This design comes from an exercise in tuning for small area on the open sky130 flow, not from production work. Where RTL was checked, it was by simulation tests only, not by an equivalence proof against the original. The RTL of runs 2 and 3 was laid out without a check of its function. Power and IR drop assume default switching activity.

==> design.v <==
`timescale 1ns / 1ps
module sample_clk_gen#(
        parameter integer C_M_AXIS_DATA_WIDTH = 32
    )(
        input wire                              ACLK,
        input wire                              ARESETN,
        input wire [C_M_AXIS_DATA_WIDTH-1:0]    clk_divider,               
        output reg                              sample_clk
    );
    reg [C_M_AXIS_DATA_WIDTH-1:0] counter_r;
    always @(posedge ACLK) begin
        if(~ARESETN) begin
            sample_clk <= 1'b0;
            counter_r <= 'd0;
        end
        else begin
            if(clk_divider > 1) begin
                if(counter_r < (clk_divider - 'd2)) begin
                    counter_r <= counter_r + 'd1;
                end
                else begin
                    counter_r <= 'd0;
                    if(sample_clk == 1'b0) begin
                        sample_clk <= 1'b1;
                    end
                    else begin
                        sample_clk <= 1'b0;
                    end
                end
            end
        end
    end
endmodule
`timescale 1ns / 1ps
module count_data_gen#(
        parameter integer C_M_AXIS_DATA_WIDTH = 32
    )(
        input wire                              ACLK,
        input wire                              ARESETN,
        input wire                              sample_clk,
        input wire                              enable,               
        output reg [C_M_AXIS_DATA_WIDTH-1:0]    sample_data,
        output reg                              data_valid
    );
    reg trigger_sample_write;
always @(posedge ACLK) begin
    if(~ARESETN) begin
        sample_data <= 'd0;
        data_valid <= 1'b0;
        trigger_sample_write <= 1'b1; 
    end
    else begin
        if(data_valid) begin
            data_valid <= 1'b0;
        end
        if(enable) begin
            if(sample_clk && trigger_sample_write) begin
                sample_data <= sample_data + 'd1;
                data_valid <= 1'b1;
                trigger_sample_write <= 1'b0;
            end
            else if(~sample_clk) begin
                trigger_sample_write <= 1'b1;
            end
        end
    end
end
endmodule
`timescale 1ns / 1ps
module sample_generator#(
        parameter integer C_M_AXIS_DATA_WIDTH = 16
    )(
        input wire                                      ACLK,
        input wire                                      ARESETN,
        input wire [C_M_AXIS_DATA_WIDTH-1:0]            tlast_throttle,
        input wire [C_M_AXIS_DATA_WIDTH-1:0]            clk_divider,
        input wire                                      enable,
        input wire                                      insert_error,          
        output reg  [C_M_AXIS_DATA_WIDTH-1:0]           M_AXIS_TDATA,
        output wire [(C_M_AXIS_DATA_WIDTH/8)-1:0]       M_AXIS_TKEEP,
        output reg                                      M_AXIS_TLAST,
        input  wire                                     M_AXIS_TREADY,
        output reg                                      M_AXIS_TVALID
    );
    wire                            sample_clk;
    sample_clk_gen #(
        .C_M_AXIS_DATA_WIDTH(C_M_AXIS_DATA_WIDTH)
    ) sample_clk_gen_inst (
        .ACLK(ACLK),
        .ARESETN(ARESETN),
        .clk_divider(clk_divider),
        .sample_clk(sample_clk)
    );
    wire [C_M_AXIS_DATA_WIDTH-1:0]  sample_data;
    wire                            data_valid;
    count_data_gen #(
        .C_M_AXIS_DATA_WIDTH(C_M_AXIS_DATA_WIDTH)
    ) count_data_gen_inst (
        .ACLK(ACLK),
        .ARESETN(ARESETN),
        .sample_clk(sample_clk),
        .enable(enable),
        .sample_data(sample_data),
        .data_valid(data_valid)
    );
    reg                             insert_error_r;
    reg                             insert_error_ack_r;
    always @(posedge ACLK) begin
        if(~ARESETN) begin
           insert_error_r <= 1'b0;
        end
        else begin
            if(insert_error && ~insert_error_ack_r) begin
                insert_error_r <= 1'b1;
            end
            else if(~insert_error && insert_error_ack_r) begin
                insert_error_r <= 1'b0;
            end
            else begin
                insert_error_r <= insert_error_r;
            end
        end
    end
    assign M_AXIS_TKEEP = {(C_M_AXIS_DATA_WIDTH/8){1'b1}};
    reg [C_M_AXIS_DATA_WIDTH-1:0]   databeat_counter_r;
    always @(posedge ACLK) begin
        if(~ARESETN) begin
            M_AXIS_TDATA <= 'd0;
            M_AXIS_TVALID <= 1'b0;
            M_AXIS_TLAST <= 1'b0;
            insert_error_ack_r <= 1'b0;
            databeat_counter_r <= 'd0;
        end
        else begin
            if(M_AXIS_TREADY && M_AXIS_TVALID) begin
               M_AXIS_TVALID <= 1'b0;
            end
            if(M_AXIS_TREADY && M_AXIS_TLAST) begin
               M_AXIS_TLAST <= 1'b0;
            end
            if(data_valid) begin
                if(insert_error_r && ~insert_error_ack_r) begin
                    M_AXIS_TDATA <= sample_data - 'd2;
                    insert_error_ack_r <= 1'b1;
                end
                else if(~insert_error_r && insert_error_ack_r) begin
                    insert_error_ack_r <= 1'b0;
                    M_AXIS_TDATA <= sample_data;
                end
                else begin
                    M_AXIS_TDATA <= sample_data;
                end
                M_AXIS_TVALID <= 1'b1;
                if(databeat_counter_r < (tlast_throttle - 'd1)) begin
                    databeat_counter_r <= databeat_counter_r + 'd1;
                end else begin
                    databeat_counter_r <= 'd0;
                    M_AXIS_TLAST <= 1'b1;
                end       
            end
        end
    end
endmodule
==> run.sh <==
#!/bin/bash
# synth_recipe.tcl (not shown) runs the flow's synth.tcl, then flattens the netlist and writes it again
# the make line also repeats each setting of config.mk as NAME=value (left out here)
make -C /OpenROAD-flow-scripts/flow DESIGN_CONFIG=/design/flow/config.mk WORK_HOME=/design/flow/orfs CLKGATE_MAP_FILE= SYNTH_SCRIPT=/design/flow/synth_recipe.tcl finish
==> config.mk <==
export PLATFORM = sky130hd
export DESIGN_NAME = sample_generator
export DESIGN_NICKNAME = sample_generator
export VERILOG_FILES = /design/flow/design.v
export SDC_FILE = /design/flow/constraint.sdc
export NUM_CORES = 4
export LEC_CHECK = 0
export CAP_MARGIN = 20
export CORE_MARGIN = 2
export CORE_UTILIZATION = 40
export SLEW_MARGIN = 20
==> constraint.sdc <==
create_clock -name core_clock -period 4.0 [get_ports {ACLK}]
set_input_delay 0.8000 -clock core_clock [delete_from_list [all_inputs] [get_ports {ACLK}]]
set_output_delay 0.8000 -clock core_clock [all_outputs]
set_load 0.01 [all_outputs]
==> run summary, run 1 <==
Clock tree
The buffer levels on the longest clock path is 2. The clock reaches the later pin of the worst-skew pair after about 340 ps. The H-tree depth is 3.

The number of clock buffers added by TritonCTS is 9. The number of hold buffers added after CTS was 0. The clock sink total is between 70 and 80. The master cell of the clock root buffer is clkbuf_8. The number of instances resized during post-cts repair is 0. After clock tree synthesis, the clock-pin slew on the worst setup and hold paths is about 70 ps. The TritonCTS clock tree is built. In this run the post-CTS setup repair buffer count came out at 0.

Pwr
The power per standard cell area is approximately 280 mW/mm^2. The total power after layout is around 1.5 mW. Across the VDD grid, the largest voltage drop is 113.7 uV. In this run the static leakage power is roughly 2.0 nW.

Flow run
Max-cap violations in this run came to 0.

Drt
Once detail routing completed, the nets flagged for antenna violations numbered 0. For this run, design rule violations remaining after detail routing come to 0. After detailed routing, the number of vias per cell comes to 5.228. The average wire per cell in the routed design is 13.81 microns. Across all layers, the routed design uses 3848 vias. The routed wire length is ~10000 microns. The initial DRC count is 222. The number of detailed-routing iterations run before antenna repair is 5.

Floorplan
Pin placement for this block handled 57 I/O pins. The initial utilization of the core area, before any placement, comes to 0.4093. The floorplan core area is between 0.01 and 0.015 sq mm. The floorplan die height is between 100 and 150 microns.

The horizontal die dimension is approximately 110 microns. The die covers around 0.012 sq mm. The number of placement rows is 38.

Timing
At the pin with the least slew margin, the transition time is 666.7 ps. Dividing the final minimum period by the clock period gives 0.9312. Setup violations remaining at the end of the flow were counted as 0. The final number of max-transition violations is 0. Headroom to the max-slew limit came out at 0.5542. Setup repair after global routing left no endpoint under its margin.

The final setup skew is around 12 ps. The count of endpoints failing hold in the final timing report is 0. Based on the critical path, the design can be clocked at up to approximately 270 MHz. The worst path in the final design needs a cycle of ~3700 ps, including I/O delays and setup. The final-layout setup total negative slack is 0 ps. The setup slack of the critical path after layout is between 200 and 300 ps.

GRT
The global-route total usage across every layer is 0.1779. The via count of the first global-routing pass is roughly 3600. After global routing the overflow that remains totals 0. The wire length of the first global-routing pass is about 17000 microns. The number of antenna violations at the first check in global routing is 0. Entering global routing, the biggest net connects 42 pins.

Yosys
The share of Yosys cell area claimed by the top area cell type is 0.3204. Of the total synthesized cell area, the portion taken by full adders, half adders and majority gates is 0.1100. The fraction of the mapped netlist area in compound gates came to 0.09165.

The cell area that synthesis handed to floorplanning was about 0.0044 sq mm. After synthesis, the share of cell area in mux cells is 0.006768. The area fraction in and, or, nand and nor cells after synthesis is 0.2702. The post-synthesis area per instance is 8.324 sq um. The combinational family with the most area after synthesis is simple AND/OR/NAND/NOR gates. The synthesized flop and latch total is slightly above 70. For this run, the number of Yosys warnings is 3. The synthesized netlist contains 49 unique library cells. The post-synthesis share of cell area spent on xor and xnor gates is 0.1619. Of the synthesized area, sequential elements account for 0.3204. After synthesis, the cell types taking the most area are dfxtp_1 (32%), ha_1 (11%), xnor2_1 (9.1%), xor2_1 (7.1%), nor2_1 (6.6%). The cell count after synthesis came out at between 500 and 600. The synthesized design spends more area on one cell type than any other, namely dfxtp_1.

Cells and area
The final layout contains around 670 nets. From synthesis to final layout, the design area changed by 21.24%. The count of inserted antenna diode cells is 0. The top cell types in the final layout, fill and taps aside, are nor2_1 (78), dfxtp_1 (71), clkdlybuf4s50_1 (54). In the final layout, the share of cells above drive strength 1 is 0.06208. Leaving out fill and tap cells, the most frequent cell in the layout is nor2_1.

Once layout is complete, the utilization of the core stands at 0.4962.

Placed design
Routability-driven placement finished with a final weighted congestion of ~0.90. Summed over all nets, the half-perimeter wirelength after detailed placement is 7623 microns. OpenSTA, run right after detailed placement, puts the worst setup slack at -67.54 ps. Input and output buffers added on the ports amount to 54.

Outcome
The flow ran to the end and the layout has no timing, DRC or antenna violations.

Worst setup path
The endpoint required time on the critical path is 4230 ps. Data arrives at the worst endpoint at between 3000 and 4000 ps. By startpoint and endpoint, the worst setup path is classified as primary input to flip-flop.

The kind of end point of the critical path is a flip-flop. STA classifies the critical path startpoint as a primary input. The maximum fanout count along the critical path is 15.

Worst hold path
The worst hold-check path type is flip-flop to flip-flop.
==> worst paths after layout <==
path,start,to,slack (ps),cells past startpoint
worst max-delay path,tlast_throttle[5],databeat_counter_r[14],280,13
worst min-delay path,M_AXIS_TDATA[1],M_AXIS_TDATA[1],490,2
worst max register to register,insert_error_ack_r,M_AXIS_TDATA[13],1590,7
worst min register to register,M_AXIS_TDATA[1],M_AXIS_TDATA[1],490,2
==> metal layers <==
metal / vias to the layer above / global-route usage / routed length [microns]
met5: - / 0 / 0
met3: 9 / 0.02786 / 318
met1: 1769 / 0.2457 / 5144
met2: 73 / 0.2765 / 4550
li1: 1997 / - / -
met4: 0 / 0.07324 / 148
==> final cells by class <==
type                            count  area [sq um]
Multi-Input combinational cell    423          2849
Inverter                           16         60.06
Fill cell                        1028          5461
Timing Repair Buffer               70         660.6
Tap cell                          140         175.2
Clock inverter                      5         81.33
Sequential cell                    71          1421
Clock buffer                       11         131.4
==> state kept, by name, indices dropped and copies added, names as in the netlist <==
| signal | cells |
|---|---|
| count_data_gen_inst.trigger_sample_write | 1 |
| databeat_counter_r | 16 |
| count_data_gen_inst.data_valid | 1 |
| M_AXIS_TLAST | 1 |
| M_AXIS_TVALID | 1 |
| sample_clk_gen_inst.sample_clk | 1 |
| sample_clk_gen_inst.counter_r | 16 |
| insert_error_r | 1 |
| M_AXIS_TDATA | 16 |
| count_data_gen_inst.sample_data | 16 |
| insert_error_ack_r | 1 |
==> report_power, final <==
part / leakage [nW] / internal (mW) / switching (mW)
logic: 1.33 / 0.0767 / 0.0775
registers: 0.572 / 0.709 / 0.00337
clock network: 0.104 / 0.353 / 0.269
==> critical path, stage by stage <==
cell	delay (ps)
clkdlybuf4s50_1	470
nor4_4	310
nand2b_1	100
or4_1	490
nor4_1	270
xnor2_1	120
ha_1	330
nand4_1	120
or3_1	350
o32a_1	180
a21oi_1	130
buf_4	220
nor2_1	70
==> cells by family (layout without fill, tap and decap cells) <==
group,count (synthesis),count (layout)
and+or+nand+nor,233,233
xor gates and xnor gates,82,82
DFF,71,71
AOI/OAI and AO/OA,64,64
buffers and inverters,40,102
adders and majority gates,39,39
muxes,3,3
other,1,2
==> per-stage QoR <==
step | area, sq um | hold slack [ps] | cells
after floorplan | 4441 | 465.2 | 534
after global placement | 5166 | 468.8 | 720
after detailed placement | 5166 | 480.9 | 720
after CTS | 5379 | 493.1 | 736
after global routing | 5379 | 511.2 | 736
final | 5379 | 489.1 | 736
==> cells in the mapped netlist (all sizes together) <==
cell type	instances
nor2	78
dfxtp	71
xnor2	46
ha	39
xor2	36
nand2	34
a21oi	24
nor3	24
nand3	22
nand4	22
inv	16
o21ai	16
clkbuf	13
nor4	12
a211oi	11
buf	11
and4	8
or3	7
and3	5
or4	4
and2	3
mux2i	3
nand3b	3
nor3b	3
a21o	2
a311oi	2
nand2b	2
o32a	2
or4b	2
a22oi	1
a31oi	1
a32o	1
a41o	1
and4bb	1
conb	1
nand4bb	1
nor4b	1
o2111a	1
o21bai	1
o22a	1
or2	1
==> run 2: changes to the inputs <==
==> design.v (replaced) <==
`timescale 1ns / 1ps
module sample_generator#(
        parameter integer C_M_AXIS_DATA_WIDTH = 16
    )(
        input wire                                      ACLK,
        input wire                                      ARESETN,
        input wire [C_M_AXIS_DATA_WIDTH-1:0]            tlast_throttle,
        input wire [C_M_AXIS_DATA_WIDTH-1:0]            clk_divider,
        input wire                                      enable,
        input wire                                      insert_error,
        output reg  [C_M_AXIS_DATA_WIDTH-1:0]           M_AXIS_TDATA,
        output wire [(C_M_AXIS_DATA_WIDTH/8)-1:0]       M_AXIS_TKEEP,
        output reg                                      M_AXIS_TLAST,
        input  wire                                     M_AXIS_TREADY,
        output reg                                      M_AXIS_TVALID
    );
    localparam integer W = C_M_AXIS_DATA_WIDTH;
    assign M_AXIS_TKEEP = {(W/8){1'b1}};
    reg [W-1:0] div_r;
    reg         sample_clk;
    always @(posedge ACLK) begin
        if (~ARESETN) begin
            div_r <= 'd2;
            sample_clk <= 1'b0;
        end else if (|clk_divider[W-1:1]) begin
            if (div_r < clk_divider) begin
                div_r <= div_r + 'd1;
            end else begin
                div_r <= 'd2;
                sample_clk <= ~sample_clk;
            end
        end
    end
    reg trigger_r;
    reg data_valid;
    always @(posedge ACLK) begin
        if (~ARESETN) begin
            trigger_r <= 1'b1;
            data_valid <= 1'b0;
        end else begin
            data_valid <= enable & sample_clk & trigger_r;
            if (enable)
                trigger_r <= ~sample_clk;
        end
    end
    reg insert_error_r;
    reg insert_error_ack_r;
    reg err_last_r;
    wire err_now = insert_error_r & ~insert_error_ack_r;
    always @(posedge ACLK) begin
        if (~ARESETN) begin
            insert_error_r <= 1'b0;
        end else if (insert_error & ~insert_error_ack_r) begin
            insert_error_r <= 1'b1;
        end else if (~insert_error & insert_error_ack_r) begin
            insert_error_r <= 1'b0;
        end
    end
    reg [W-1:0] databeat_counter_r;
    always @(posedge ACLK) begin
        if (~ARESETN) begin
            M_AXIS_TDATA <= 'd0;
            M_AXIS_TVALID <= 1'b0;
            M_AXIS_TLAST <= 1'b0;
            insert_error_ack_r <= 1'b0;
            err_last_r <= 1'b0;
            databeat_counter_r <= 'd0;
        end else begin
            if (M_AXIS_TREADY && M_AXIS_TVALID)
                M_AXIS_TVALID <= 1'b0;
            if (M_AXIS_TREADY && M_AXIS_TLAST)
                M_AXIS_TLAST <= 1'b0;
            if (data_valid) begin
                M_AXIS_TDATA <= M_AXIS_TDATA + {{(W-2){1'b0}}, err_last_r, 1'b1} - {{(W-2){1'b0}}, err_now, 1'b0};
                insert_error_ack_r <= insert_error_r;
                err_last_r <= err_now;
                M_AXIS_TVALID <= 1'b1;
                if (databeat_counter_r < (tlast_throttle - 'd1)) begin
                    databeat_counter_r <= databeat_counter_r + 'd1;
                end else begin
                    databeat_counter_r <= 'd0;
                    M_AXIS_TLAST <= 1'b1;
                end
            end
        end
    end
endmodule
==> run 2 against run 1 <==
Design area is 8.3% lower. Combinational power shrank 5%. Fmax rose by 1.5%. Power fell by 31%. Global-route usage shrank 0.48 points. First-iteration DRC count is 64% lower. Routed wire length fell by 7.3%. Critical path type unchanged. Register-to-register slack got worse by 210 ps. Still clean on timing, DRC and antenna. Setup slack improved by 56 ps.
==> run summary, run 2 <==
Outcome
The run finished with no timing, DRC or antenna violations.

Yosys
The share of Yosys cell area claimed by the top area cell type is 0.2729. The synthesized flop and latch total is 56. The number of synthesis warnings is 1.

The instance count of the mapped netlist is 509. By area the synthesized netlist is led by dfxtp_1 (27%), ha_1 (16%), xnor2_1 (6.6%), nor2_1 (4.8%), nand2_1 (4.5%). The most used flip-flop cell after synthesis is dfxtp_1.

In this run the cell area of the synthesized design comes to about 0.0041 sq mm. The library cell with the highest instance count after synthesis is dfxtp_1. dfxtp_1 takes more of the synthesized area than any other cell. The commonest cells after synthesis are dfxtp_1 (56), nor2_1 (52), ha_1 (51), nand2_1 (49), inv_1 (44).

The post-synthesis area per instance is about 8.1 sq um. The share of the Yosys chip area taken by registers is 0.2729. Counting distinct cell types in the post-synthesis netlist gives 57. The number of enable flip-flop cells after synthesis is 0. Of all flip-flops after synthesis, the portion carrying an async set or reset was 0.

Cells and area
The top cell types in the final layout, fill and taps aside, are dfxtp_1 (56), clkdlybuf4s50_1 (54), nor2_1 (52). Once layout is complete, the utilization of the core stands at 0.5003. The library cell used most frequently in the layout, excluding fill and tap cells, is dfxtp_1. The sequential cell area is around 0.0011 sq mm.

The fill cell instance count of the final layout is approximately 960. The number of nets in the layout is ~660. The largest registers in the layout are M_AXIS_TDATA: 16 flops, databeat_counter_r: 16 flops, div_r: 16 flops. Leaving out filler cells and counting taps, the final layout contains 704. In the final layout, the share of cells above drive strength 1 is 0.05254. The area growth from synthesis to layout is 20.13%. The area of the multi-input gates is 0.002753 sq mm. 0 antenna diodes ended up in the layout.

Worst setup path
The kind of end point of the critical path is a flip-flop. The category of the worst setup path launch point is a primary input. The stage delay of the slowest cell on the critical path is ~520 ps. The critical path goes through clkdlybuf4s50_1, or4_1, nor2_1, nand2_1, nor4_1, xnor2_1, ha_1, a211oi_1, nor2_1, nor2_1, o311a_1, o31ai_2, buf_4, nor2_1. The arrival time of data at the critical path endpoint is 3920 ps.

The maximum fanout count along the critical path is 12. Among all stages on the critical path, the largest delay is contributed by or4_1. The critical path in this run is classified as primary input to flip-flop. On the critical path the largest part of the delay comes from simple AND/OR/NAND/NOR gates. Data on the critical path is required at its endpoint by 4250 ps. The worst reg2reg path depth is 10.

By instance count, the cell type seen most on the critical path is nor2_1. Counting buffers and inverters, the worst setup path is 14 cells deep. The number of buffers and inverters on the critical path is 2.

Flow run
The max-cap check violation count is 0.

GRT
The wire length of the first global-routing pass is 16170 microns. The global routing met2 resource utilization is 0.3088. The number of antenna violations at the first check in global routing is 0.

In the global route stage, met1 resource usage came out at 0.2173. The global-route total usage across every layer is 0.1731. Entering global routing, the biggest net connects 22 pins.

For this run, global-route usage on met3 was measured as 0.02907. The total global routing overflow is 0. The via count of the first global-routing pass is 3654. The highest-utilization routing layer at the global route stage is met2.

Drt
For this run, the detailed router's first-pass iteration total came to 6. Dividing the detail-routed via count by the number of cells gives around 5.2. In this run, the number of DRC markers left after iteration 0 of detailed routing was 80. The antenna violation net count after detailed routing is 0. Wires add up to 9422 microns.

The average wire per cell in the routed design is about 13 microns. The routed layout has around 3700 vias. The number of DRC violations after detailed routing is 0.

Pwr
The power per standard cell area is 208.3 mW/mm^2. The share of total power dissipated in the clock network is 0.302. The share of total power dissipated in combinational logic is 0.142. In this run the static leakage power is 2.007 nW. The internal power of the cells totals about 760 uW. Of the total power, registers draw 0.555. The switching share of total power is 0.2574. VDD sags by at most 141.1 uV. In this run the power spent charging and discharging nets is roughly 260 uW.

Clock tree
The number of gates resized after CTS was 0. The master cell of the clock root buffer is clkbuf_8. The buffers inserted during post-CTS setup optimization is 0. The number of hold buffers added after cts is 0.

For the worst-skew pair, the clock arrives at the later sink with an insertion delay of around 310 ps. The total clock buffers created by CTS is 5. Counting along the longest clock path gives a buffer depth of 2. The H-tree was split into 2 levels.

The clock sink total is between 50 and 60. TritonCTS built the clock tree. Clock-pin slew was measured on the worst setup and hold paths at 100 ps.

Placed design
The routability congestion estimate from global placement is 0.7737. The wire-length estimate of the detail-placed layout is 7356 microns. The number of port buffers is 54. The placed instance count is approximately 700.

Worst hold path
The worst hold-check path type is flip-flop to flip-flop. The instance count along the most critical hold path is 2.

Floorplan
The I/O pin total is 57. The core region is slightly below 0.01 sq mm. Measured along the x axis, the die boundary spans ~110 microns.

The initial core utilization is 0.4164. The floorplan has 36 rows. The floorplan die height is roughly 110 microns.

The die covers 0.01110 sq mm.

Timing
The number of setup violations in the final report is 0. The final period demand of the worst path is ~3700 ps. Setup repair after global routing left no endpoint under its margin. The final period utilization is 0.9171. Across the routed clock network, the largest skew measured is between 10 and 15 ps.

The count of endpoints failing hold in the final timing report was 0. The actual slew at the worst max-slew pin is 589.6 ps. The maximum clock frequency is about 270 MHz. The headroom to the max-slew limit is 0.6065. The final number of max-transition violations is 0.
==> run 2: cell types whose count changed after synthesis, moves of 7 or more <==
cell,delta
a21o_1,+11
a21oi_1,-11
dfxtp_1,-15
ha_1,+12
inv_1,+28
mux2i_1,+7
nand2_1,+15
nand3_1,-8
nand4_1,-10
nor2_1,-26
xnor2_1,-15
xor2_1,-17
==> run 2: layer usage <==
layer | vias to the layer above | part of all wire
met2 | 56 | 0.49
met1 | 1702 | 0.48
met5 | - | 0
met4 | 0 | 0.0072
li1 | 1908 | -
met3 | 7 | 0.030
==> run 2: worst paths after layout <==
check,slack (ps),endpoint,from
worst max-delay path,330,databeat_counter_r[13],tlast_throttle[5]
worst min-delay path,430,data_valid,trigger_r
worst max register to register,1380,M_AXIS_TDATA[8],insert_error_r
worst min register to register,430,data_valid,trigger_r
==> run 2: through the flow <==
stage	setup slack (ps)	power [mW]	area, sq um	hold WS (ps)	setup TNS, ps
after floorplan	535.3	0.6618	4111	406.5	0
after global placement	83.00	0.7271	4847	417.3	0
after detailed placement	-9.303	0.7309	4847	419.0	-14.09
after CTS	323.2	1.049	4935	435.6	0
after global routing	85.68	1.080	4935	472.3	0
final	331.5	1.028	4935	430.3	0
==> run 2: layout make-up <==
type / instances / share of cell area
Clock buffer: 5 / 0.01395
Clock inverter: 3 / 0.003803
Inverter: 45 / 0.03423
Multi-Input combinational cell: 395 / 0.5578
Sequential cell: 56 / 0.2272
Tap cell: 133 / 0.03372
Timing Repair Buffer: 67 / 0.1293
==> run 2: power by group through the flow <==
stage | clock network [mW] | logic, mW | registers [mW]
global placement | 0 | 0.143 | 0.584
finish | 0.311 | 0.146 | 0.571
CTS | 0.329 | 0.148 | 0.571
global route | 0.342 | 0.166 | 0.573
detailed placement | 0 | 0.147 | 0.584
floorplan | 0 | 0.0797 | 0.582
==> run 2: kinds of logic (layout without fill, tap and decap cells) <==
| family | count (synthesis) | after routing | synth area share |
|---|---|---|---|
| AOI/OAI and AO/OA | 85 | 85 | 0.1410 |
| xor gates and xnor gates | 50 | 50 | 0.1066 |
| adders and majority gates | 52 | 52 | 0.1602 |
| buffers and inverters | 59 | 120 | 0.05787 |
| DFF | 56 | 56 | 0.2729 |
| muxes | 12 | 12 | 0.02985 |
| other | 1 | 2 | 0.0009129 |
| and+or+nand+nor | 194 | 194 | 0.2306 |
==> run 2: worst register-to-register path: stages, from the launching register on <==
cell,delay [ps]
dfxtp_1,330
nor2b_1,150
ha_1,270
inv_1,60
fa_1,430
a211oi_1,330
o21bai_1,150
a21o_1,220
a31oi_1,200
mux2_2,350
o31ai_1,60
==> run 3: changes to the inputs <==
--- a/config.mk
+++ b/config.mk
@@ -5,6 +5,7 @@
 export SDC_FILE = /design/flow/constraint.sdc
 export NUM_CORES = 4
 export LEC_CHECK = 0
+export ABC_AREA = 1
 export CAP_MARGIN = 20
 export CORE_MARGIN = 2
 export CORE_UTILIZATION = 40
==> run 3 against run 2 <==
Sequential share of layout area is 1.3 points lower. Design area is 5.9% higher. Clock skew is 2.4 ps lower. Utilization is 2.0 points lower. Final cell count is 19% higher. Critical path depth is 6 higher. Combinational power is 3% lower. Global-route usage hardly changed. Setup slack better by 280 ps. Non-clock buffer count is 12 lower. Clock-buffer cell count is 1 higher. Critical endpoint is now databeat_counter_r[6].
==> run summary, run 3 <==
Floorplan
The floorplan has 38 rows. The initial core utilization is 0.4121. Measured along the x axis, the die boundary spans approximately 110 microns. The die covers about 0.012 sq mm. The die is 109.9 microns tall. During I/O placement, the number of pins put on the boundary was 57. The total area inside the core boundary comes to approximately 0.011 sq mm.

Cells and area
From synthesis to final layout, the design area changed by 16.45%. Leaving out fill and tap cells, the most frequent cells in the layout are nand2_1 (133), inv_1 (93), nor2_1 (64). In the final layout, the registers with the most flip-flops are M_AXIS_TDATA: 16 flops, databeat_counter_r: 16 flops, div_r: 16 flops. The post-layout utilization of the core is 0.4799. The finished cells cover ~0.0052 sq mm. Of the cells placed in the final design, the portion with a size suffix greater than 1 is 0.07184. The count of inserted antenna diode cells is 0.

Leaving out fill and tap cells, the most frequent cell in the layout is nand2_1. The finished layout holds approximately 840 standard cells, fillers aside. After the last flow step, the layout net total stands at approximately 800.

Drt
For this run, design rule violations remaining after detail routing come to 0. Dividing the detail-routed via count by the number of cells gives 4.858. The detail route stage leaves a number of antenna-violating nets equal to 0. The via count is 4061.

The average wire per cell in the routed design is 11.60 microns. The first detailed-routing pass took 4 iterations. The routed wire length is around 9700 microns. The initial DRC count is ~170.

Pwr
In this run the static leakage power is 2.384 nW. Power spread over the standard cell area amounts to between 150 and 200 mW/mm^2. The worst-case IR drop observed on VDD is 146.2 uV.

Yosys
The sequential share of the synthesized area is 0.2499. The synthesized design spends more area on one cell type than any other, namely dfxtp_1. The post-synthesis share of cell area spent on xor and xnor gates is 0.08394. The synthesized area is roughly 0.0045 sq mm. Of the total synthesized cell area, the portion taken by AND, OR, NAND and NOR gates is 0.3020. The fraction of the mapped netlist area in compound gates is 0.1141.

For this run, the number of Yosys warnings is 1. The share of Yosys cell area claimed by the top area cell type is 0.2499. Counting every instance in the synthesized netlist gives roughly 640.

After synthesis, the share of flip-flops with an asynchronous set or reset is 0. The number of enable flip-flop cells after synthesis is 0. By area the synthesized netlist is led by dfxtp_1 (25%), ha_1 (14%), nand2_1 (11%), inv_1 (7.8%), a21oi_1 (6.6%). The most used flip-flop cell after synthesis is dfxtp_1.

The combinational family with the most area after synthesis is simple AND/OR/NAND/NOR gates. Of the post-synthesis cell area, the part taken by muxes is 0. In the synthesized netlist, the cells that appear most often are nand2_1 (133), inv_1 (93), nor2_1 (64), a21oi_1 (59), dfxtp_1 (56). In the post-synthesis netlist, the cell with the most instances is nand2_1. The average instance in the mapped netlist occupies 6.967 sq um.

The synthesized flop and latch total is between 50 and 60. The netlist uses just over 40 different library cells. The adder-cell area share of the yosys netlist is 0.1467.

Worst setup path
The stage delay of the slowest cell on the critical path is 430 ps. The cell class contributing the biggest share of worst-path delay is simple AND/OR/NAND/NOR gates. The worst register-to-register path begins at insert_error_ack_r. Of all nets on the critical path, the largest fanout is 14. The kind of end point of the critical path is a flip-flop. The cell that appears most often on the critical path is nand2_1.

The origin of the worst setup path is tlast_throttle[0]. The endpoint required time on the critical path is roughly 4200 ps. Data arrives at the worst endpoint at approximately 3600 ps.

The number of buffer and inverter instances along the worst setup path is 5. STA classifies the critical path startpoint as a primary input. The path type of the worst setup path is primary input to flip-flop.

Walking the worst path, the cells encountered are clkdlybuf4s50_1, inv_1, ha_1, nand3_2, inv_2, nand2_4, clkinv_4, nand3_1, nor3_1, xnor2_1, ha_1, nand2_1, inv_1, nand3_1, nor3_1, nand2_1, nand2_1, nand3_2, nand2_4, nor2_1. The worst-path cell with the longest stage delay is clkdlybuf4s50_1.

Worst hold path
In this run the most critical hold path is launched from trigger_r. The min-delay analysis places its worst path in the category flip-flop to flip-flop.

GRT
In the global route stage, overall resource usage came out at 0.1727. The total global routing overflow is 0. The wire length of the first global-routing pass is between 15000 and 20000 microns. The via count of the first global-routing pass was a little under 4000.

The number of antenna violations at the first check in global routing came to 0. The maximum number of pins on one net before global-route repair is 29.

Clock tree
The H-tree depth is 2. The number of hold buffers added after cts is 0. In this run the clock root is driven by a clkbuf_8. The buffers inserted during post-CTS setup optimization is 0.

The buffer levels on the longest clock path is 2. The clock sink total is 56. Clock tree synthesis inserted a total of 5 buffers. The TritonCTS clock tree is built. Once the clock tree was built, the resizer swapped 0 gates to a different size. After clock tree synthesis, the clock-pin slew on the worst setup and hold paths is 100 ps. The clock latency on the worst-skew pair is 300 ps.

Timing
In the finished design, the share of the clock period the worst path needs comes to 0.8469. The final number of max-transition violations is 0. The final-layout setup total negative slack is 0 ps. Counting I/O delays and the setup requirement, the final critical path takes between 3000 and 4000 ps.

The actual slew at the worst max-slew pin is ~850 ps. The headroom to the max-slew limit is 0.4346. The final setup skew is between 8 and 9 ps. Setup repair after global routing left no endpoint under its margin.

The count of endpoints failing hold in the final timing report came to 0. The number of setup violations in the final report is 0. Derived from the worst setup path, the maximum achievable clock frequency is between 200 and 300 MHz.

Placed design
The area after detailed placement is 0.005136 sq mm. The placed instance count is between 800 and 900. At the end of routability-driven placement, the weighted congestion stood at approximately 0.83. Summed over all nets, the half-perimeter wirelength after detailed placement is between 7000 and 8000 microns. The number of port buffers is 54.

Outcome
The flow ran to the end and the layout has no timing, DRC or antenna violations.

Flow run
The tool flagged a number of max-cap violations equal to 0.
==> run 3: logic make-up after synthesis <==
group	after synthesis
AOI/OAI and AO/OA	97
xor gates and xnor gates	43
adders and majority gates	52
buffers and inverters	112
DFF	56
other	1
and+or+nand+nor	283
==> run 3: final timing paths <==
check | to | cells past startpoint | slack (ps)
hold reg to reg | data_valid | 2 | 430
hold / removal | data_valid | 2 | 430
setup / recovery | databeat_counter_r[6] | 20 | 610
setup reg to reg | M_AXIS_TDATA[10] | 15 | 1750
==> run 3: layer usage <==
| metal | wire length (microns) | share of wire | GRT usage |
|---|---|---|---|
| met4 | 57 | 0.0059 | 0.03978 |
| met1 | 4758 | 0.49 | 0.2317 |
| met5 | 0 | 0 | 0 |
| met3 | 353 | 0.036 | 0.01956 |
| met2 | 4529 | 0.47 | 0.2954 |
==> run 3: final cells by class <==
class,count,area [sq um]
Clock buffer,6,72.57
Clock inverter,2,16.27
Fill cell,1096,5663
Inverter,100,382.9
Multi-Input combinational cell,477,2909
Sequential cell,56,1121
Tap cell,140,175.2
Timing Repair Buffer,55,548.0
==> run 3: report_power, final <==
group	leakage [nW]	switching, mW	internal [mW]	total (mW)
combinational	1.89	0.0755	0.0669	0.142
sequential	0.452	0.00526	0.562	0.567
clock	0.0414	0.181	0.125	0.306
==> run 3: tightest hold or removal path: stages, from the launching register on <==
cell and delay (ps):
dfxtp_1 320, nand2_1 50, nor2_1 30
==> run 3: through the flow <==
step	worst slack, ps	power [mW]	hold WS [ps]
6_report	612.5	1.015	432.4
5_1_grt	183.4	1.083	444.2
4_1_cts	594.5	1.040	435.3
3_5_place_dp	265.9	0.7235	422.6
3_3_place_gp	416.4	0.7203	411.3
2_1_floorplan	1110	0.6640	406.5
==> run 4: changes to the inputs <==
==> design.v (replaced) <==
`timescale 1ns / 1ps
module sample_generator#(
        parameter integer C_M_AXIS_DATA_WIDTH = 16
    )(
        input wire                                      ACLK,
        input wire                                      ARESETN,
        input wire [C_M_AXIS_DATA_WIDTH-1:0]            tlast_throttle,
        input wire [C_M_AXIS_DATA_WIDTH-1:0]            clk_divider,
        input wire                                      enable,
        input wire                                      insert_error,
        output wire [C_M_AXIS_DATA_WIDTH-1:0]           M_AXIS_TDATA,
        output wire [(C_M_AXIS_DATA_WIDTH/8)-1:0]       M_AXIS_TKEEP,
        output reg                                      M_AXIS_TLAST,
        input  wire                                     M_AXIS_TREADY,
        output reg                                      M_AXIS_TVALID
    );
    localparam integer W = C_M_AXIS_DATA_WIDTH;
    assign M_AXIS_TKEEP = {(W/8){1'b1}};
    reg  [W-1:0] div_r;
    reg          sample_clk;
    wire         div_en   = |clk_divider[W-1:1];
    wire         div_wrap = div_en & ~(div_r < clk_divider);
    wire [W-1:0] div_inc  = div_r + {{(W-1){1'b0}}, div_en};
    always @(posedge ACLK) begin
        div_r      <= (~ARESETN | div_wrap) ? 'd2 : div_inc;
        sample_clk <= ARESETN & (sample_clk ^ div_wrap);
    end
    reg trigger_r;
    reg data_valid;
    always @(posedge ACLK) begin
        if (~ARESETN) begin
            trigger_r <= 1'b1;
            data_valid <= 1'b0;
        end else begin
            data_valid <= enable & sample_clk & trigger_r;
            if (enable)
                trigger_r <= ~sample_clk;
        end
    end
    reg insert_error_r;
    reg insert_error_ack_r;
    reg err_last_r;
    always @(posedge ACLK) begin
        if (~ARESETN) begin
            insert_error_r <= 1'b0;
        end else if (insert_error & ~insert_error_ack_r) begin
            insert_error_r <= 1'b1;
        end else if (~insert_error & insert_error_ack_r) begin
            insert_error_r <= 1'b0;
        end
    end
    reg  [W-1:0] data_r;
    reg  [W-1:0] beat_r;
    wire         beat_lt = (tlast_throttle == 'd0) ||
                           (beat_r != 'd0 && beat_r < tlast_throttle);
    assign M_AXIS_TDATA = err_last_r ? data_r - 'd2 : data_r;
    always @(posedge ACLK) begin
        if (~ARESETN) begin
            data_r <= 'd0;
            M_AXIS_TVALID <= 1'b0;
            M_AXIS_TLAST <= 1'b0;
            insert_error_ack_r <= 1'b0;
            err_last_r <= 1'b0;
            beat_r <= 'd1;
        end else begin
            if (M_AXIS_TREADY && M_AXIS_TVALID)
                M_AXIS_TVALID <= 1'b0;
            if (M_AXIS_TREADY && M_AXIS_TLAST)
                M_AXIS_TLAST <= 1'b0;
            if (data_valid) begin
                data_r <= data_r + 'd1;
                err_last_r <= insert_error_r & ~insert_error_ack_r;
                insert_error_ack_r <= insert_error_r;
                M_AXIS_TVALID <= 1'b1;
                if (beat_lt) begin
                    beat_r <= beat_r + 'd1;
                end else begin
                    beat_r <= 'd1;
                    M_AXIS_TLAST <= 1'b1;
                end
            end
        end
    end
endmodule
--- a/config.mk
+++ b/config.mk
@@ -5,7 +5,6 @@
 export SDC_FILE = /design/flow/constraint.sdc
 export NUM_CORES = 4
 export LEC_CHECK = 0
-export ABC_AREA = 1
 export CAP_MARGIN = 20
 export CORE_MARGIN = 2
 export CORE_UTILIZATION = 40
==> run 4 against run 3 <==
Design area down 18%. Synthesized cell count fell by 32%. Hold slack improved by 59 ps. Non-clock buffer count increased by 1. Final cell count is 29% lower.
==> run summary, run 4 <==
Worst setup path
On the critical path, the stage with the largest delay is an instance of clkdlybuf4s50_1. Along the worst path, the maximum fanout reaches 7. Among cell families on the critical path, the largest total delay comes from simple AND/OR/NAND/NOR gates. The critical path goes through or3b_1, nor4_2, nand2b_1, nand2b_1, nor4_1, xor2_1, clkdlybuf4s50_1.

The critical path starts at err_last_r. The endpoint required time on the critical path is roughly 3200 ps. For flop-to-flop paths, the worst setup slack is 1520 ps.

In this design, the critical path's most frequently occurring cell is nand2b_1. Data arrives at the worst endpoint at ~2800 ps. The number of cells on the worst reg-to-reg path is 7.

The critical register-to-register path startpoint is beat_r[7]. The worst setup path is captured at an output pin. In this design, the stage delay of the slowest critical-path cell is approximately 550 ps. The worst setup path is of the flip-flop to output pin kind.

The endpoint identified for the worst register-to-register timing path is beat_r[6]. The number of buffer and inverter instances along the worst setup path is 1. STA classifies the critical path startpoint as a flip-flop.

GRT
The maximum number of pins on one net before global-route repair is 23. The global-route total usage across every layer is 0.1528. The first global-routing pass estimated 12490 microns of wire. The via count of the first global-routing pass is about 2800. The number of antenna violations at the first check in global routing is 0.

The total global routing overflow is 0.

Pwr
VDD sags by at most approximately 150 uV. Power spread over the standard cell area amounts to 242.5 mW/mm^2. The design draws 1.040 mW. In this run the static leakage power is 1.852 nW.

Clock tree
For this design, the sink count on the clock tree is 56. The TritonCTS clock tree is built. The clock latency on the worst-skew pair is slightly above 300 ps.

The number of instances resized during post-cts repair is 0. The total clock buffers created by CTS is 5. The H-tree depth is 2. Hold repair after CTS inserted 0 buffers. The buffer levels on the longest clock path is 2.

In this run the post-CTS setup repair buffer count came out at 0. The register clock-pin slew on the reported worst setup and hold paths is about 100 ps. The master cell of the clock root buffer is clkbuf_8.

Outcome
The run finished with no timing, DRC or antenna violations.

Floorplan
The number of placement rows is 34. For this design the top-level I/O count stands at between 50 and 60. The initial utilization of the core area, before any placement, comes to 0.4110. The die covers roughly 0.0097 sq mm.

From bottom edge to top edge, the die measures 98.67 microns. The floorplan core area is ~0.0087 sq mm. The die is about 99 microns wide.

Drt
After detailed routing, the number of vias per cell comes to 5.054. After detailed routing, the average wire length per cell comes to roughly 12 microns. The detailed router finished its first iteration with 53 violations. The detailed router placed about 3000 vias in this run. Wires add up to approximately 7300 microns. The first detailed-routing pass took 4 iterations. The antenna violation net count after detailed routing is 0.

After detailed routing, the number of remaining DRC violations is 0.

Yosys
Of the total synthesized cell area, the portion taken by AND, OR, NAND and NOR gates is 0.2579. The library cell with the largest summed area after synthesis is dfxtp_1. Among all flip-flop cells after synthesis, the most frequent one is dfxtp_1. In this run, distinct cell masters in the synthesized netlist total 52.

For this run, the number of Yosys warnings is 1. Of the synthesized area, sequential elements account for 0.3127. A synthesized cell averages between 8 and 9 sq um.

The fraction of the mapped netlist area in compound gates is 0.07888. By area the synthesized netlist is led by dfxtp_1 (31%), ha_1 (13%), xor2_1 (8.3%), nor2_1 (6.3%), xnor2_1 (4.9%). Counting flops and latches in the post-synthesis netlist gives 56.

By area, the combinational part of the netlist is dominated by simple AND/OR/NAND/NOR gates. The library cell with the highest instance count after synthesis is nor2_1. The number of enable flip-flop cells after synthesis is 0. Measured against the total synthesized area, the mux share comes to 0.01117. The post-synthesis share of cell area spent on xor and xnor gates is 0.1319. Of the total synthesized cell area, the portion taken by full adders, half adders and majority gates is 0.1326.

After technology mapping, the gate count stands at 436. Summing every instance area after synthesis gives around 0.0036 sq mm. The share of synthesized area in the top cell type comes to 0.3127. The commonest cells after synthesis are nor2_1 (60), dfxtp_1 (56), inv_1 (44), ha_1 (38), xor2_1 (34). The async set-or-reset flop fraction in the synthesized netlist is 0.

Worst hold path
The worst hold path belongs to the class flip-flop to flip-flop. The startpoint identified for the worst hold timing path is trigger_r. The instance count along the most critical hold path is 1. The capture endpoint of the worst hold path is data_valid.

Placed design
Summing all placed instances gives a cell area of ~0.0042 sq mm. The number of port buffers is 54. The HPWL after detailed placement is 5738 microns. Including well taps, the total number of placed cells is approximately 590. At the end of routability-driven placement, the weighted congestion stood at approximately 0.83.

Timing
Between clock sinks in the finished design, the worst skew comes to ~3.3 ps. For the pin with the worst max-slew slack, the measured transition is 750.8 ps. The final number of max-transition violations is 0. The count of endpoints failing hold in the final timing report was 0. The final period utilization is 0.8875. Setup repair after global routing left no endpoint under its margin. Final hold analysis gives a worst-case slack of ~490 ps. The worst path needs about 3600 ps of the cycle, external delays included. Static timing analysis puts the maximum clock frequency at 281.7 MHz. The number of setup violations in the final report is 0.

Adding up every negative setup slack in the final design gives 0 ps. The worst pin sits at a relative slew slack of 0.4929.

Cells and area
The library cell used most frequently in the layout, excluding fill and tap cells, is nor2_1. The share of cells above drive strength 1 is 0.03093. After the last flow step, the layout net total stands at between 500 and 600.

In the layout the commonest cells are nor2_1 (60), dfxtp_1 (56), clkdlybuf4s50_1 (54). Fill cells in the final layout number roughly 840. For this run, the number of standard cells in the final layout without fillers is roughly 600. The largest registers in the layout are beat_r: 16 flops, data_r: 16 flops, div_r: 16 flops. From synthesis to final layout, the design area changed by 19.62%.

The total non-filler cell area in the finished layout is between 0.004 and 0.005 sq mm. The count of inserted antenna diode cells is 0.

Flow run
The max-cap check violation count is 0.
==> run 4: changes by cell type after synthesis, sizes merged, moves of 5 or more <==
| cell | change |
|---|---|
| nand2 | -112 |
| inv | -55 |
| a21oi | -47 |
| nor2 | -21 |
| nand3 | -20 |
| o21ai | -20 |
| ha | -13 |
| nor4 | +12 |
| xnor2 | +10 |
| and3 | +9 |
| nand4 | +6 |
| nand2b | +5 |
==> run 4: cell families (layout without fill, tap and decap cells) <==
kind of cell,Yosys count,count (layout)
AO/OA/AOI/OAI,41,41
flip-flops,56,56
AND/OR/NAND/NOR,182,182
buffers and inverters,60,108
multiplexers,4,4
other,1,2
adder cells (fa/ha/maj),38,38
XOR/XNOR,54,54
==> run 4: final cells by class <==
type / count / area, sq um / share of cell area
Timing Repair Buffer: 56 / 555.5 / 0.1296
Multi-Input combinational cell: 321 / 2203 / 0.5139
Sequential cell: 56 / 1121 / 0.2615
Clock buffer: 6 / 72.57 / 0.01692
Inverter: 44 / 165.2 / 0.03852
Clock inverter: 2 / 35.03 / 0.008170
Tap cell: 108 / 135.1 / 0.03151
==> run 4: per-layer routing <==
layer	share of wire	GRT usage	vias to the layer above	routed length [microns]
met5	0	0	-	0
met4	0.0089	0.04110	0	65
met3	0.032	0.02482	6	230
met2	0.47	0.2643	46	3413
met1	0.49	0.1981	1357	3581
li1	-	-	1588	-
==> run 4: per-stage QoR <==
stage / util / setup WS (ps)
after floorplan: - / 1300
after global placement: 0.4793 / 593.3
after detailed placement: 0.4793 / 581.2
after CTS: 0.4917 / 428.1
after global routing: 0.4917 / 237.9
final: 0.4917 / 449.8
==> run 4: worst max path at each step <==
stage	slack (ps)	end	cells after the start
2_1_floorplan	1300	beat_r[11]	9
3_3_place_gp	590	beat_r[15]	9
3_5_place_dp	580	beat_r[6]	9
4_1_cts	430	M_AXIS_TDATA[14]	7
5_1_grt	240	M_AXIS_TDATA[14]	7
6_report	450	M_AXIS_TDATA[14]	7
==> run 4: power by group <==
part           total (mW)  switching, mW  internal [mW]
clock network       0.369          0.182          0.186
registers           0.569        0.00683          0.563
logic               0.102         0.0451         0.0565
total                1.04          0.234          0.805

what the ideal ports hide:
The flow's constraints put no driver on any port. The routed layouts listed below were extracted and timed again, unchanged, in two steps.
Step 1 (the two cells are an assumption about what drives the block):
set clk [get_ports {ACLK}]
set_driving_cell -lib_cell sky130_fd_sc_hd__clkbuf_16 $clk
set_driving_cell -lib_cell sky130_fd_sc_hd__buf_2 [delete_from_list [all_inputs] $clk]
Step 2 adds t to the input delays and takes it off the output delays; t is the mean of the earliest and latest rising clock arrival at the registers after step 1. Input paths then give back, and output paths get back, about the clock's delay inside the block.
Three values: no drivers, after step 1, after step 2; two values: the first two.
run	shift t [ns]	slack for setup (ns)	clock arrival spread, ns
run 1	0.371	0.275 / 0.283 / -0.088	0.013 / 0.012
run 2	0.343	0.332 / 0.342 / 0.000	0.013 / 0.013
run 3	0.327	0.612 / 0.620 / 0.293	0.009 / 0.008
run 4	0.336	0.450 / 0.419 / 0.601	0.004 / 0.004
Met with ideal ports but missed after step 2: setup timing in run 1. For run 1, which loses most, drivers alone change the setup slack by +0.008 ns; drivers and shift together by -0.363 ns.
